What follows belongs to an exercise in optimizing a design on an open flow for small area; a production flow would make more cautious choices.
Only simulation tests tie the RTL to the original design; equivalence was not proved.
Power is estimated from default activity; no workload was simulated.

$ cat config.mk
export PLATFORM = sky130hd
export DESIGN_NAME = cf_cpu
export DESIGN_NICKNAME = cf_cpu
export VERILOG_FILES = /design/flow/design.v
export SDC_FILE = /design/flow/constraint.sdc
export NUM_CORES = 4
export LEC_CHECK = 0
export CAP_MARGIN = 20
export CORE_MARGIN = 2
export CORE_UTILIZATION = 40
export SLEW_MARGIN = 20
$ cat constraint.sdc
create_clock -name core_clock -period 10.0 [get_ports {clk}]
set_input_delay 2.0000 -clock core_clock [delete_from_list [all_inputs] [get_ports {clk}]]
set_output_delay 2.0000 -clock core_clock [all_outputs]
set_load 0.01 [all_outputs]
$ cat design.v
`timescale 1ns/1ps
`default_nettype none
module serial_divide
	#(parameter
		BIT_WIDTH=16
	)(
	input wire clk,
	input wire rst_n,
	input wire [BIT_WIDTH-1:0] num,
	input wire [BIT_WIDTH-1:0] denom,
	input wire valid,
	output reg ready,
	output reg [BIT_WIDTH-1:0] quotient,
	output reg [BIT_WIDTH-1:0] remainder);
	reg [BIT_WIDTH-1:0] num_l;
	reg [BIT_WIDTH-1:0] denom_l;
	reg [BIT_WIDTH-1:0] tmp;
	reg [1:0] fsm_state;
	localparam
		FSM_IDLE      = 0,				 
		FSM_DONE      = 1,				 
		FSM_NORMALIZE = 2,				 
		FSM_REDUCE    = 3;				 
	always @(posedge clk) begin
		if (!rst_n) begin
			ready     <= 0;
			fsm_state <= FSM_IDLE;
		end else begin
			case(fsm_state)
				FSM_IDLE:
					begin
						if (valid) begin
							quotient  <= 0;
							remainder <= 0;
							num_l     <= num;
							denom_l   <= denom;
							tmp	      <= 1;
							if (num < denom || denom == 0) begin
								remainder <= denom > 0 ? num : 0;
								ready     <= 1;
								fsm_state <= FSM_DONE;
							end else begin
								fsm_state <= FSM_NORMALIZE;
							end
						end	
					end
				FSM_NORMALIZE:
					begin
						if ({denom_l, 1'b0} <= {1'b0, num_l}) begin
							denom_l <= {denom_l[BIT_WIDTH-2:0], 1'b0};
							tmp     <= {tmp[BIT_WIDTH-2:0], 1'b0};
						end else begin
							fsm_state <= FSM_REDUCE;
						end
					end
				FSM_REDUCE:
					begin
						if (denom_l <= num_l) begin
							quotient <= quotient + tmp;
							num_l    <= num_l - denom_l;
						end else begin
							denom_l  <= {1'b0, denom_l[BIT_WIDTH-1:1]};
							tmp		 <= {1'b0, tmp[BIT_WIDTH-1:1]};
							if (tmp == 1) begin
								remainder <= num_l;
								ready     <= 1;
								fsm_state <= FSM_DONE;
							end
						end
					end
				FSM_DONE:
					begin
						if (!valid) begin
							ready     <= 0;
							fsm_state <= FSM_IDLE;
						end
					end
				default: fsm_state <= FSM_IDLE;
			endcase
		end
	end
endmodule
`default_nettype none
`timescale 1ns/1ps
module cf_cpu #(
	parameter TOP_VER     = 8'h00,
    parameter BOOT_VECTOR = 16'hF000,
    parameter USE_BARREL  = 1            
)(
	input wire clk,
	input wire rst_n,
	output reg [16:0] bus_address,		 
	output reg bus_wr_en,				 
	output reg bus_io_flag,				 
	output reg bus_burst,				 
	output reg [15:0] bus_data_in,		 
	output reg bus_enable,				 
	input wire bus_ready,				 
	input wire [15:0] bus_data_out		 
);
	reg [15:0] reg_ACC;
	reg [15:0] reg_INDEX;
    reg [15:0] reg_R[0:1];
	reg [15:0] reg_SP;
	reg [15:0] reg_PC;
	reg [7:0]  reg_flags;  				 
	reg [15:0] reg_alt;
	reg [7:0]  cur_opcode;				 
    reg [7:0]  cur_opcode2;
	reg [15:0] reg_operand;				 
	reg 	   reg_operand_16;			 
	reg [15:0] switch_table_addr;		 
	reg [15:0] switch_addr;				 
    reg [15:0] cycle_count;              
	localparam
		FLAG_SLT = 0,
		FLAG_SGT = 1,
		FLAG_ULT = 2,
		FLAG_UGT = 3,
		FLAG_EQ  = 4;
	reg [3:0]  fsm_state;
	localparam
		FSM_FETCH_OPCODE                  = 0,
		FSM_FETCH_ALU_OPERAND_00_97       = 1,		 
		FSM_FETCH_ALU_OPERAND2_00_97      = 2,
		FSM_EXECUTE_ALU_OPCODE_00_97      = 3,
		FSM_FETCH_ALU_OPERAND_98_B7       = 4,		 
		FSM_FETCH_ALU_OPERAND_98_B7_STORE = 5,  	 
		FSM_EXECUTE_OPCODE_C8_CF          = 6,		 
		FSM_EXECUTE_OPERAND_D0_D9         = 7,		 
		FSM_OPCODE_D8_1                   = 8,
		FSM_EXECUTE_OPERAND_DA_DF         = 9,		 
		FSM_EXECUTE_OPERAND_E0_FF         = 10,		 
		FSM_SWITCH_LOAD_ADDR              = 11,		 
		FSM_SWITCH_LOAD_VALUE		      = 12;
	reg cf_start_fetch;
	reg [15:0] sd_num;
	reg [15:0] sd_denom;
	reg sd_valid;
	wire sd_ready;
	wire [15:0] sd_quotient;
	wire [15:0] sd_remainder;
	serial_divide divider(
		.clk(clk),
		.rst_n(rst_n),
		.num(sd_num), .denom(sd_denom), .valid(sd_valid),
		.ready(sd_ready), .quotient(sd_quotient), .remainder(sd_remainder));
    reg [31:0] temp_mult;
	always @(posedge clk) begin
		if (!rst_n) begin
			bus_enable   <= 0;
			reg_PC       <= BOOT_VECTOR;
			fsm_state    <= FSM_FETCH_OPCODE;
			sd_valid	 <= 0;
			cf_start_fetch <= 0;
            cycle_count  <= 0;
		end else begin
			cf_start_fetch <= 1'b0;
            cycle_count <= cycle_count + 1'b1;
			case(fsm_state)
				FSM_FETCH_OPCODE:
					begin
						if (!bus_enable) begin
							cf_start_fetch <= 1'b1;
							bus_enable  <= 1'b1;
							bus_wr_en   <= 1'b0;
							bus_io_flag <= 1'b0;
							bus_burst   <= 1'b1;
							bus_address <= {1'b0, reg_PC};
						end else if (bus_enable && bus_ready) begin
							reg_PC      <= reg_PC + 1'b1;
							cur_opcode  <= bus_data_out[7:0];
                            cur_opcode2 <= bus_data_out[15:8];
							bus_enable  <= 1'b0;
                            bus_burst   <= 1'b0;
                            case (1'b1)
                                (bus_data_out[7:0] <= 8'h97): begin
                                    fsm_state      <= FSM_FETCH_ALU_OPERAND_00_97;
                                    reg_operand_16 <= ~bus_data_out[3];
                                end
                                (bus_data_out[7:0] >= 8'h98 && bus_data_out[7:0] <= 8'hB7): begin
                                    fsm_state 		<= FSM_FETCH_ALU_OPERAND_98_B7;
                                    reg_operand_16 	<= (bus_data_out[7:4] == 4'hB) ? 1'b1 : ~bus_data_out[3];  
                                end
                                (bus_data_out[7:0] >= 8'hB8 && bus_data_out[7:0] <= 8'hC7): begin
                                    fsm_state		<= FSM_FETCH_ALU_OPERAND_00_97;
                                    reg_operand_16  <= 0;
                                end
                                (bus_data_out[7:0] >= 8'hC8 && bus_data_out[7:0] <= 8'hCF): begin
                                    fsm_state <= FSM_EXECUTE_OPCODE_C8_CF;
                                end
                                (bus_data_out[7:0] >= 8'hD0 && bus_data_out[7:0] <= 8'hD9): begin
                                    fsm_state <= FSM_EXECUTE_OPERAND_D0_D9;
                                end
                                (bus_data_out[7:0] >= 8'hDA && bus_data_out[7:0] <= 8'hDF): begin
                                    fsm_state <= FSM_EXECUTE_OPERAND_DA_DF;
                                end
                                (bus_data_out[7:0] >= 8'hE0): begin
                                    fsm_state <= FSM_EXECUTE_OPERAND_E0_FF;
                                end 
							endcase
						end
					end
				FSM_FETCH_ALU_OPERAND_00_97:
					begin
						if (!bus_enable) begin
							bus_enable  <= 1'b1;
                            bus_burst   <= 1'b1;
							case(cur_opcode[2:0])
								0:  
									begin
                                        if (reg_operand_16) begin
                                            bus_address <= {1'b0, reg_PC};
                                            reg_PC 		<= reg_PC + 1'b1 + reg_operand_16;
                                            bus_burst   <= reg_operand_16;		 
                                        end else begin
                                            bus_enable  <= 1'b0;
                                            reg_operand <= {8'b0, cur_opcode2};
                                            reg_PC      <= reg_PC + 1'b1;
                                            fsm_state   <= FSM_EXECUTE_ALU_OPCODE_00_97;
                                        end
									end
								1:  
									begin
										bus_address <= {1'b0, reg_PC};		 
										reg_PC 		<= reg_PC + 16'd2;
									end
								2:  
									begin
										bus_address <= {1'b1, reg_INDEX};	 
										bus_burst   <= reg_operand_16;		 
									end
								3:  
									begin
										bus_address <= {1'b1, reg_INDEX + {8'b0, cur_opcode2}};
										bus_burst   <= reg_operand_16;
										fsm_state   <= FSM_FETCH_ALU_OPERAND2_00_97;
                                        reg_PC      <= reg_PC + 1'b1;
									end
								4:  
									begin
										bus_address <= {1'b1, reg_SP + {8'b0, cur_opcode2}};
										bus_burst   <= reg_operand_16;
										fsm_state   <= FSM_FETCH_ALU_OPERAND2_00_97;
                                        reg_PC      <= reg_PC + 1'b1;
									end
								5, 6:  
									begin
										bus_address <= {1'b1, reg_SP};		 
										reg_SP      <= reg_SP + 16'd2;		 
									end
								7:  
									begin
										bus_address <= {1'b1, reg_SP};		 
									end
							endcase
						end else if (bus_enable && bus_ready) begin					 
							bus_enable <= 1'b0;
							case(cur_opcode[2:0])
								0:  
									begin
										reg_operand <= bus_data_out;
										fsm_state   <= FSM_EXECUTE_ALU_OPCODE_00_97;
									end
								1:  
									begin
										bus_address <= {1'b1, bus_data_out};
										bus_burst   <= reg_operand_16;
										fsm_state   <= FSM_FETCH_ALU_OPERAND2_00_97;
									end
								2:  
									begin
										reg_operand <= bus_data_out;
										fsm_state   <= FSM_EXECUTE_ALU_OPCODE_00_97;
									end
								5:  
									begin
										reg_operand <= bus_data_out;
										fsm_state   <= FSM_EXECUTE_ALU_OPCODE_00_97;
									end
								6:  
									begin
										bus_address <= {1'b1, bus_data_out};
										bus_burst   <= reg_operand_16;
										fsm_state   <= FSM_FETCH_ALU_OPERAND2_00_97;
									end
								7:  
									begin
										bus_address <= {1'b1, bus_data_out};
										bus_burst   <= reg_operand_16;
										fsm_state   <= FSM_FETCH_ALU_OPERAND2_00_97;
									end
							endcase
						end
					end
				FSM_FETCH_ALU_OPERAND2_00_97:
					begin
						if (!bus_enable) begin
							bus_enable  <= 1'b1;
						end else if (bus_enable && bus_ready) begin
							bus_enable  <= 1'b0;
							reg_operand <= bus_data_out;					 
							fsm_state   <= FSM_EXECUTE_ALU_OPCODE_00_97;
						end
					end
				FSM_EXECUTE_ALU_OPCODE_00_97:
					begin
						fsm_state <= FSM_FETCH_OPCODE;
						bus_enable  <= 1'b1;
						bus_wr_en   <= 1'b0;
						bus_io_flag <= 1'b0;
						bus_burst   <= 1'b1;
						bus_address <= {1'b0, reg_PC};
						case(cur_opcode[7:4])
							4'h0:  
								begin
									reg_ACC <= reg_operand;
								end
							4'h1:  
								begin
									reg_ACC <= reg_ACC + reg_operand;
								end
							4'h2:  
								begin
									reg_ACC <= reg_ACC - reg_operand;
								end
							4'h3:  
								begin
                                    if (bus_enable == 1'b0) begin
                                        fsm_state <= fsm_state;
                                        temp_mult <= {reg_ACC, reg_operand};
                                    end else begin
                                        {reg_alt,reg_ACC} <= temp_mult[15:0] * temp_mult[31:16];
                                    end
								end
							4'h4:  
								begin
									fsm_state <= fsm_state;			 
                                    sd_valid  <= ~sd_ready;
                                    sd_num   <= reg_ACC;
                                    sd_denom <= reg_operand;
									if (sd_ready) begin
										fsm_state <= FSM_FETCH_OPCODE;
										reg_ACC   <= sd_quotient;						 
										reg_alt   <= sd_remainder;
									end
								end
							4'h5:  
								begin
									reg_ACC <= reg_ACC & reg_operand;
								end
							4'h6:  
								begin
									reg_ACC <= reg_ACC | reg_operand;
								end
							4'h7:  
								begin
									reg_ACC <= reg_ACC ^ reg_operand;
								end
							4'h8:  
								begin
									reg_flags[FLAG_EQ]  <= (reg_ACC == reg_operand) ? 1'b1 : 1'b0;
									reg_ACC             <= (reg_ACC == reg_operand) ? 16'd1 : 16'd0;
									if (reg_operand_16) begin
										reg_flags[FLAG_SLT] <= ($signed(reg_ACC) < $signed(reg_operand)) ? 1'b1 : 1'b0;
										reg_flags[FLAG_SGT] <= ($signed(reg_ACC) > $signed(reg_operand)) ? 1'b1 : 1'b0;
									end else begin
										reg_flags[FLAG_SLT] <= ($signed(reg_ACC[7:0]) < $signed(reg_operand[7:0])) ? 1'b1 : 1'b0;
										reg_flags[FLAG_SGT] <= ($signed(reg_ACC[7:0]) > $signed(reg_operand[7:0])) ? 1'b1 : 1'b0;
									end
									reg_flags[FLAG_ULT] <= (reg_ACC < reg_operand) ? 1'b1 : 1'b0;
									reg_flags[FLAG_UGT] <= (reg_ACC > reg_operand) ? 1'b1 : 1'b0;
								end
							4'h9:  
								begin
									reg_INDEX <= reg_operand;
								end
							default:
								begin
									case(cur_opcode[7:3])
										5'h17:  
											begin
                                                if (USE_BARREL == 1) begin
                                                    if (bus_enable == 1'b0) begin
                                                        fsm_state      <= fsm_state;
                                                        temp_mult[3:0] <= reg_operand[3:0];
                                                    end else begin
                                                        reg_ACC <= reg_ACC >> temp_mult[3:0];
                                                    end
                                                end else begin
                                                    if (reg_operand != 0) begin
                                                        reg_ACC 	<= {1'b0, reg_ACC[15:1]};
                                                        reg_operand <= reg_operand - 1'b1;
                                                        fsm_state 	<= fsm_state;
                                                    end
                                                end
                                            end
										5'h18:  
											begin
                                                if (USE_BARREL == 1) begin
                                                    if (bus_enable == 1'b0) begin
                                                        fsm_state      <= fsm_state;
                                                        temp_mult[3:0] <= reg_operand[3:0];
                                                    end else begin
                                                        reg_ACC <= reg_ACC << temp_mult[3:0];
                                                    end
                                                end else begin
                                                    if (reg_operand != 0) begin
                                                        reg_ACC		<= {reg_ACC[14:0], 1'b0};
                                                        reg_operand <= reg_operand - 1'b1;
                                                        fsm_state   <= fsm_state;
                                                    end
                                                end
											end
										default: begin end
									endcase
								end
						endcase
					end
				FSM_FETCH_ALU_OPERAND_98_B7:								 
					begin
						if (!bus_enable) begin				 
							bus_enable  <= 1'b1;
							bus_wr_en   <= 1'b0;
                            bus_burst   <= 1'b1;
							bus_data_in <= (cur_opcode[7:4] == 4'hA) ? reg_ACC : reg_INDEX;  
							case(cur_opcode[2:0])
								1:  
									begin
										bus_address <= {1'b0, reg_PC};		 
										reg_PC 		<= reg_PC + 16'd2;
									end
								2:  
									begin
										bus_enable  <= 1'b0;
										bus_address <= {1'b0, reg_INDEX};
										fsm_state   <= FSM_FETCH_ALU_OPERAND_98_B7_STORE;
										bus_burst   <= reg_operand_16;									 
									end
								3:  
									begin
										bus_enable  <= 1'b0;
                                        fsm_state   <= FSM_FETCH_ALU_OPERAND_98_B7_STORE;
										bus_address <= {1'b0, reg_INDEX + cur_opcode2};
										reg_PC 		<= reg_PC + 1'b1;
										bus_burst   <= reg_operand_16;									 
									end
								4:  
									begin
										bus_enable  <= 1'b0;
                                        fsm_state   <= FSM_FETCH_ALU_OPERAND_98_B7_STORE;
										bus_address <= {1'b0, reg_SP + cur_opcode2};
										reg_PC 		<= reg_PC + 1'b1;
										bus_burst   <= reg_operand_16;									 
									end
								6:  
									begin
										bus_address <= {1'b1, reg_SP};		 
										if (cur_opcode[7:4] != 4'h9) begin   
											reg_SP <= reg_SP + 16'd2;
										end
									end
								7:  
									begin
										bus_address <= {1'b1, reg_SP};		 
									end
								default:  
									begin end
							endcase
						end else if (bus_enable && bus_ready) begin					 
							bus_enable  <= 1'b0;
							fsm_state   <= FSM_FETCH_ALU_OPERAND_98_B7_STORE;
							bus_burst   <= reg_operand_16;									 
                            bus_address <= {1'b1, bus_data_out};
						end
					end
				FSM_FETCH_ALU_OPERAND_98_B7_STORE:
					begin
						if (!bus_enable) begin
							if (cur_opcode[7:4] == 4'h9) begin  
								reg_INDEX <= bus_address[15:0];
								fsm_state <= FSM_FETCH_OPCODE;
							end else begin						 
								bus_wr_en  <= 1'b1;
								bus_enable <= 1'b1;
							end
						end else if (bus_enable && bus_ready) begin
							bus_wr_en  <= 1'b0;
							bus_enable <= 1'b0;
							fsm_state  <= FSM_FETCH_OPCODE;
						end
					end
				FSM_EXECUTE_OPCODE_C8_CF:  
					begin
						fsm_state <= FSM_FETCH_OPCODE;
						bus_enable  <= 1'b1;
						bus_wr_en   <= 1'b0;
						bus_io_flag <= 1'b0;
						bus_burst   <= 1'b1;
						bus_address <= {1'b0, reg_PC };
						case(cur_opcode[3:0])
							4'h8:  
								reg_ACC <= { 15'b0, reg_flags[FLAG_SLT] };
							4'h9:  
								reg_ACC <= { 15'b0, reg_flags[FLAG_SLT] | reg_flags[FLAG_EQ] };
							4'hA:  
								reg_ACC <= { 15'b0, reg_flags[FLAG_SGT] };
							4'hB:  
								reg_ACC <= { 15'b0, reg_flags[FLAG_SGT] | reg_flags[FLAG_EQ] };
							4'hC:  
								reg_ACC <= { 15'b0, reg_flags[FLAG_ULT] };
							4'hD:  
								reg_ACC <= { 15'b0, reg_flags[FLAG_ULT] | reg_flags[FLAG_EQ] };
							4'hE:  
								reg_ACC <= { 15'b0, reg_flags[FLAG_UGT] };
							4'hF:  
								reg_ACC <= { 15'b0, reg_flags[FLAG_UGT] | reg_flags[FLAG_EQ] };
							default: begin end
						endcase
					end
				FSM_EXECUTE_OPERAND_D0_D9:  
					begin
						if (!bus_enable) begin
							bus_enable  <= 1'b1;
							bus_wr_en   <= 1'b0;
							bus_io_flag <= 1'b0;
                            bus_burst   <= 1'b1;
							case(cur_opcode[3:0])
								4'h0, 4'h1, 4'h2:  
									begin
										bus_address <= {1'b0, reg_PC};
										reg_PC      <= reg_PC + 16'd2;
									end
								4'h3:  
									begin
										reg_PC <= reg_PC + 1'b1 + { {8{cur_opcode2[7]}}, cur_opcode2[7:0] };
                                        bus_enable <= 1'b0;
                                        fsm_state <= FSM_FETCH_OPCODE;
									end
								4'h4:  
									begin
										if (reg_ACC == 0) begin
											reg_PC <= reg_PC + 1'b1 + { {8{cur_opcode2[7]}}, cur_opcode2[7:0] };
										end else begin
                                            reg_PC <= reg_PC + 1'b1;
                                        end
                                        bus_enable <= 1'b0;
                                        fsm_state <= FSM_FETCH_OPCODE;
									end
								4'h5:  
									begin
										if (reg_ACC != 0) begin
											reg_PC <= reg_PC + 1'b1 + { {8{cur_opcode2[7]}}, cur_opcode2[7:0] };
										end	else begin
                                            reg_PC <= reg_PC + 1'b1;
                                        end
                                        bus_enable <= 1'b0;
                                        fsm_state <= FSM_FETCH_OPCODE;
									end
								4'h6:  
									begin
										bus_enable  <= 1'b0;
										reg_PC	    <= reg_ACC;
										fsm_state   <= FSM_FETCH_OPCODE;
									end
								4'h7:  
									begin
										bus_enable        <= 1'b0;
										bus_address 	  <= {1'b0, reg_INDEX};
										switch_table_addr <= reg_INDEX;
										fsm_state   	  <= FSM_SWITCH_LOAD_ADDR;
									end
								4'h8:  
									begin
										bus_address <= {1'b0, reg_PC};
										reg_PC      <= reg_PC + 16'd2;
									end
								4'h9:  
									begin
										bus_address <= {1'b1, reg_SP};
										reg_SP      <= reg_SP + 16'd2;
									end
								default: begin end
							endcase
						end else if (bus_enable && bus_ready) begin							 
							bus_enable <= 1'b0;
							fsm_state  <= FSM_FETCH_OPCODE;
							case(cur_opcode[3:0])
								4'h0:  
									begin
										reg_PC <= bus_data_out;
									end
								4'h1:  
									begin
										if (reg_ACC == 0) begin
											reg_PC <= bus_data_out;
										end
									end
								4'h2:  
									begin
										if (reg_ACC != 0) begin
											reg_PC <= bus_data_out;
										end
									end
								4'h8:  
									begin
										fsm_state <= FSM_OPCODE_D8_1;			 
										bus_address <= {1'b1, reg_SP - 16'd2};
										bus_data_in <= reg_PC;
										bus_wr_en   <= 1'b1;
										reg_SP      <= reg_SP - 16'd2;
										reg_PC      <= bus_data_out;
									end
								4'h9:  
									begin
										reg_PC <= bus_data_out;
									end
								default: begin end  
							endcase
						end
					end
				FSM_OPCODE_D8_1:  
					begin
						if (!bus_enable) begin
							bus_enable <= 1'b1;
						end else if (bus_enable && bus_ready) begin
							bus_enable <= 1'b0;
							bus_wr_en  <= 1'b0;
							fsm_state  <= FSM_FETCH_OPCODE;
						end
					end
				FSM_EXECUTE_OPERAND_DA_DF:  
					begin
						if (!bus_enable) begin
							bus_enable  <= 1'b1;
							bus_wr_en   <= 1'b0;
							bus_io_flag <= 1'b0;
							bus_burst   <= 1'b1;
							case(cur_opcode[3:0])
								4'hA:  
									begin
                                        bus_address <= {1'b0, reg_PC + 1'b1 };
										reg_PC      <= reg_PC + 1'b1;
                                        reg_SP      <= reg_SP - cur_opcode2;
                                        fsm_state   <= FSM_FETCH_OPCODE;
									end
								4'hB:  
									begin
                                        bus_address <= {1'b0, reg_PC + 1'b1 };
										reg_PC      <= reg_PC + 1'b1;
                                        reg_SP      <= reg_SP + cur_opcode2;
                                        fsm_state   <= FSM_FETCH_OPCODE;
									end
								4'hC:  
									begin
										bus_wr_en    <= 1'b1;
										bus_address  <= {1'b1, reg_SP - 16'd2};
										bus_data_in  <= reg_ACC;
										reg_SP	     <= reg_SP - 16'd2;
									end
								4'hD:  
									begin
										bus_wr_en    <= 1'b1;
										bus_address  <= {1'b1, reg_SP - 16'd2};
										bus_data_in  <= reg_INDEX;
										reg_SP	     <= reg_SP - 16'd2;
									end
								4'hE:  
									begin
                                        bus_address  <= {1'b0, reg_PC};
										reg_SP    <= reg_ACC;
										fsm_state <= FSM_FETCH_OPCODE;
									end
								4'hF:  
									begin
                                        bus_address  <= {1'b0, reg_PC};
										reg_ACC   <= reg_SP;
										fsm_state <= FSM_FETCH_OPCODE;
									end
								default: begin end  
							endcase
						end else if (bus_enable && bus_ready) begin
							bus_enable <= 1'b0;
							fsm_state  <= FSM_FETCH_OPCODE;
						end
					end
				FSM_EXECUTE_OPERAND_E0_FF:  
					begin
						if (!bus_enable) begin
							fsm_state <= FSM_FETCH_OPCODE;
							bus_enable  <= 1'b1;
							bus_wr_en   <= 1'b0;
							bus_io_flag <= 1'b0;
							bus_burst   <= 1'b1;
							bus_address <= {1'b0, reg_PC};
							case(cur_opcode[4:0])
								5'h00:  
									reg_ACC <= 0;
								5'h01:  
									reg_ACC <= ~reg_ACC;
								5'h02:  
									reg_ACC <= -reg_ACC;
								5'h03:  
									reg_ACC <= reg_ACC == 0 ? 16'd1 : 16'd0;
								5'h04:  
									reg_ACC <= reg_ACC + 1'b1;
								5'h05:  
									reg_ACC <= reg_ACC - 1'b1;
								5'h06:  
									reg_INDEX <= reg_ACC;
								5'h07:  
									reg_ACC <= reg_INDEX;
								5'h08:  
									reg_INDEX <= reg_INDEX + reg_ACC;
								5'h09:  
									reg_ACC <= reg_alt;
								5'h0A, 5'h0B:  
									begin
                                        fsm_state   <= fsm_state;
                                        bus_io_flag <= 1'b1;
                                        bus_address <= {1'b0, 8'b0, cur_opcode2};
                                        bus_data_in <= reg_ACC;
                                        bus_wr_en   <= cur_opcode[3:0] == 4'hA ? 1'b1 : 1'b0;   
                                        reg_PC      <= reg_PC + 1'b1;
									end
                                5'h0D:  
                                    reg_ACC   <= {TOP_VER, 8'h06};
                                5'h0E:  
                                    begin
                                        reg_ACC     <= cycle_count;
                                        cycle_count <= 16'b0;
                                    end
                                5'h0F:  
                                    reg_R[0] <= reg_ACC;
                                5'h10:  
                                    reg_R[1] <= reg_ACC;
                                5'h11:  
                                    reg_ACC <= reg_R[0];
                                5'h12:  
                                    reg_ACC <= reg_R[1];
                                5'h13:  
                                    begin
                                        reg_ACC <= reg_R[0];
                                        reg_R[0] <= reg_ACC;
                                    end
                                5'h14:  
                                    begin
                                        reg_ACC <= reg_R[1];
                                        reg_R[1] <= reg_ACC;
                                    end
                                5'h15:  
                                    begin
                                        reg_ACC  <= reg_R[0] - 1'b1;
                                        reg_R[0] <= reg_R[0] - 1'b1;
                                    end
                                5'h16:  
                                    begin
                                        reg_ACC  <= reg_R[1] - 1'b1;
                                        reg_R[1] <= reg_R[1] - 1'b1;
                                    end
                                5'h17:  
                                    reg_R[0] <= reg_R[0] + reg_ACC;
                                5'h18:  
                                    reg_R[1] <= reg_R[1] + reg_ACC;
                                5'h19:  
                                    begin
                                        reg_INDEX <= reg_R[0] + 1'b1;
                                        reg_R[0]  <= reg_R[0] + 1'b1;
                                    end
                                5'h1A:  
                                    begin
                                        reg_INDEX <= reg_R[1] + 1'b1;
                                        reg_R[1]  <= reg_R[1] + 1'b1;
                                    end
                                default: begin end
							endcase
						end else if (bus_enable && bus_ready) begin
							if (cur_opcode == 8'hEB || (bus_address[7:2] == 6'b111100)) begin	 
								reg_ACC <= bus_data_out;
							end
							bus_enable  <= 1'b0;
							bus_io_flag <= 1'b0;
                            bus_wr_en   <= 1'b0;
							fsm_state   <= FSM_FETCH_OPCODE;
						end
                    end
				FSM_SWITCH_LOAD_ADDR:  
					begin
						if (!bus_enable) begin
							bus_enable 		  <= 1'b1;
							switch_table_addr <= switch_table_addr + 16'd2;
						end else if (bus_enable && bus_ready) begin
							switch_addr <= bus_data_out;
							bus_enable  <= 1'b0;
							bus_address <= {1'b0, switch_table_addr};
							fsm_state   <= FSM_SWITCH_LOAD_VALUE;
						end
					end
				FSM_SWITCH_LOAD_VALUE:  
					begin
						if (!bus_enable) begin
							bus_enable 		  <= 1'b1;
							switch_table_addr <= switch_table_addr + 16'd2;
						end else if (bus_enable && bus_ready) begin
							bus_enable <= 1'b0;
                            fsm_state  <= FSM_FETCH_OPCODE;
							if (switch_addr == 0) begin				 
								reg_PC    <= bus_data_out;
							end else if (bus_data_out == reg_ACC) begin					 
								reg_PC    <= switch_addr;
							end else begin										 
								bus_address <= {1'b0, switch_table_addr};
								fsm_state   <= FSM_SWITCH_LOAD_ADDR;
							end
						end
					end					
				default:
					fsm_state <= FSM_FETCH_OPCODE;
			endcase
		end
	end
endmodule
$ cat run.sh
#!/bin/bash
# synth_recipe.tcl (not shown) runs the flow's synth.tcl, then flattens the netlist and writes it again
# the make line also repeats each setting of config.mk as NAME=value (left out here)
make -C /OpenROAD-flow-scripts/flow DESIGN_CONFIG=/design/flow/config.mk WORK_HOME=/design/flow/orfs CLKGATE_MAP_FILE= SYNTH_SCRIPT=/design/flow/synth_recipe.tcl finish
==> flow_summary.toml <==
[hold_path]
hp-start = "cycle_count[0]"
holdPathStages = 1
whs_endpoint = "cycle_count[0]"
holdCritPathClass = "reg2reg"

[synthesis]
synth_edf_count = 346
synth_top_area_share_pct = 22.6
yosysSeqAreaShare_pct = 24.4
syn_area_um2 = 45900
synth_largest_area_cell = "edfxtp_1"
synthArstFlopShare_pct = 0
synth_warnings = 3
synth_flop_cell = "edfxtp_1"
syn_area_per_cell_um2 = 8.29
synthDistinctLibCells = 101
synth_area_leaders = "edfxtp_1 (23%), fa_1 (9.0%), ha_1 (8.8%)"
syn-num-nets = 6092
ys_seq_elements = 387
syn_inst = 5543

[routing]
num_vias = 46639
drc = 0
final_antenna_net_count = 0
drtIter0Drc = 7176
avgViaCountPerCell = 6.67
wl_um = 214000
wl_per_cell_um = 30.6
drtPass1Iterations = 10

[worst_setup_path]
path_cells = "and2_1, fa_1, inv_1, fa_1, inv_1, fa_1, fa_1, fa_1, inv_1, fa_1, inv_1, ha_1, nand3_1, a2111oi_0, a22o_1, o21a_1, o41ai_1, and3_1, o31ai_1"
startpoint_type = "register"
worst_ep_arrival_time_ns = 7.69
reg2reg_depth = 19
r2r_setup_slack_ns = 2.77
cp-end-kind = "register"
r2r-end = "reg_alt[13]"
crit_path_frequent_cell = "fa_1"
path_delay_family = "adder cells"
criticalPathCategory = "reg2reg"
critPathSlowestCell = "a2111oi_0"
path_max_fanout = 16
cp.required_ns = 10.45
slowest_delay_ns = 0.99
crit_buf_inv = 4
r2r-start = "temp_mult[4]"

[global_route]
grt_use_total_pct = 35.4
grt_pass1_wl_um = 308000
grt_max_degree = 68
antenna_found_initial = 15
grt_pass1_vias = 44001
grt_overflow = 0

[clock_network]
cts_inserted_buffers = 51
cts_sinks = 387
cts.path.max_buffers = 3
clk_latency_ns = 0.67
cts_resized = 0
clk_pin_slew_ns = 0.06
ctsHoldBuffers = 0
cts.htree.levels = 2
cts_tree = "yes"
cts_setup_buffers = 0
root_buffer = "clkbuf_16"

[status]
outcome = "no timing/DRC/antenna violations"

[power]
leakage_nw = 19.4
power.density_nw_per_um2 = 155
ir_drop_v = 0.000142

[placed_design]
place_hpwl_um = 155000
gp_congestion = 1.04
dpl_cell_area_um2 = 48300
io_buffers = 55

[die]
die_w_um = 343
initial_core_util_pct = 40.2
core_um2 = 114000
die_area_um2 = 118000
fp-row-count = 124
fp.dieH_um = 343
pin_count = 56

[timing]
post-route-period-util_pct = 72.3
finalSetupViolations = 0
slew_viol_final = 0
finalSetupTns_ns = 0
tightest_slew_ns = 1.27
rsz0062_at_grt = "no"
skew_ns = 0.0505
relSlewSlack_pct = 14.7
hold_viol = 0
hold_ws_ns = 0.478
min_period_ns = 7.23
max_freq_ghz = 0.138

[final_layout]
final_layout_size_suffix_gt1_share_pct = 6.53
n_fill_cell = 11518
mostFrequentLayoutCells = "nand2_1 (539), inv_1 (421), nor2_1 (405)"
nets = 5975
area_delta_synth_final_pct = 9.00
fin_util_pct = 43.8
final_design_area_no_fill_um2 = 50100
reg.largest.list = "reg_R: 32 flops, temp_mult: 32 flops, bus_address: 17 flops"
mostFrequentLayoutCell = "nand2_1"

[run]
drv_cap = 0
routing by layer:
metal / vias up / track usage (%) / wire length [um]
met5: - / 0.321 / 156
met2: 3183 / 51.0 / 87600
met3: 819 / 11.2 / 27800
met4: 18 / 20.6 / 15600
met1: 22528 / 46.4 / 82400
li1: 20091 / - / -
through the flow:
stage | cells | total power [mW] | setup WS, ns
4_1_cts | 6979 | 7.55 | 2.86
5_1_grt | 6979 | 7.96 | 2.54
2_1_floorplan | 5543 | 4.31 | 1.88
3_3_place_gp | 6885 | 5.59 | 3.04
6_report | 6990 | 7.75 | 2.77
3_5_place_dp | 6885 | 5.60 | 2.93
kinds of logic (layout without fill, tap and decap cells):
| logic type | after synthesis | in the layout | synth area share, % |
|---|---|---|---|
| buffers and inverters | 813 | 737 | 6.73 |
| adder cells (fa/ha/maj) | 530 | 530 | 17.8 |
| flip-flops | 387 | 387 | 24.4 |
| AND/OR/NAND/NOR | 1788 | 1788 | 19.1 |
| AO/OA/AOI/OAI | 1633 | 1633 | 24.1 |
| multiplexers | 101 | 101 | 2.35 |
| other | 0 | 11 | 0 |
| XOR/XNOR | 291 | 291 | 5.55 |
cell usage after synthesis (all sizes together), types with 26 or more instances:
cell / count
o21ai: 351
buf: 51
inv: 423
and3: 34
o31ai: 26
mux2i: 81
a221o: 35
ha: 324
o211ai: 68
clkbuf: 336
fa: 206
xor2: 122
or3: 55
nor3: 138
a222oi: 32
nor2b: 67
nor4: 62
a211oi: 75
dfxtp: 41
nand4: 48
nand2b: 47
nor2: 414
o2111ai: 32
a21oi: 346
a2111oi: 28
a21o: 59
edfxtp: 346
o21a: 45
and2: 148
o21bai: 34
o221ai: 49
o22ai: 64
a221oi: 80
xnor2: 169
a31oi: 59
nand2: 540
a22oi: 76
nand3: 118
report_power, final:
part	internal (mW)	switching, mW
logic	1.14	2.25
clock network	1.15	0.808
registers	1.99	0.411
area by class of cell:
type	instances	area, um2	area share [%]
well taps	1512	1890	3.78
clock buffers	71	1450	2.90
clock inverters	23	277	0.552
flip-flops and latches	387	11200	22.4
inverters	426	1600	3.19
multi-input cells	4343	31800	63.6
repair buffers	217	1760	3.52
diodes	11	27.5	0.0550
how the worst max path moves through the flow:
stage / startpoint / endpoint / slack [ns] / cells past startpoint
after floorplan: rst_n / divider.denom_l[0] / 1.88 / 3
after global placement: temp_mult[4] / reg_alt[13] / 3.04 / 19
after detailed placement: temp_mult[4] / reg_alt[13] / 2.93 / 19
after CTS: temp_mult[4] / reg_alt[13] / 2.86 / 19
after global routing: temp_mult[4] / reg_alt[13] / 2.54 / 19
final: temp_mult[4] / reg_alt[13] / 2.77 / 19

[port drivers added, routing unchanged]
In the flow no input, the clock included, has a driving cell. The finished layout below was timed again as built, in two steps. Step 1: set_driving_cell puts a clkbuf_16 on clk and a buf_2 on each other input, an assumption about the parent block. Step 2 adds t to the input delays and takes it off the output delays; t is the mean of the earliest and latest rising clock arrival at the registers after step 1. Input paths then give back, and output paths get back, about the clock's delay inside the block. Slacks: ideal ports / drivers / drivers and shift; pairs: ideal ports / drivers.
shift t [ns]: 0.727
setup slack, ns: 2.765 / 2.765 / 2.765
cell pins on the clock port's net: 1
After both steps this run still meets setup and hold. For this run, drivers alone change the setup slack by 0.000 ns; drivers and shift together by 0.000 ns.
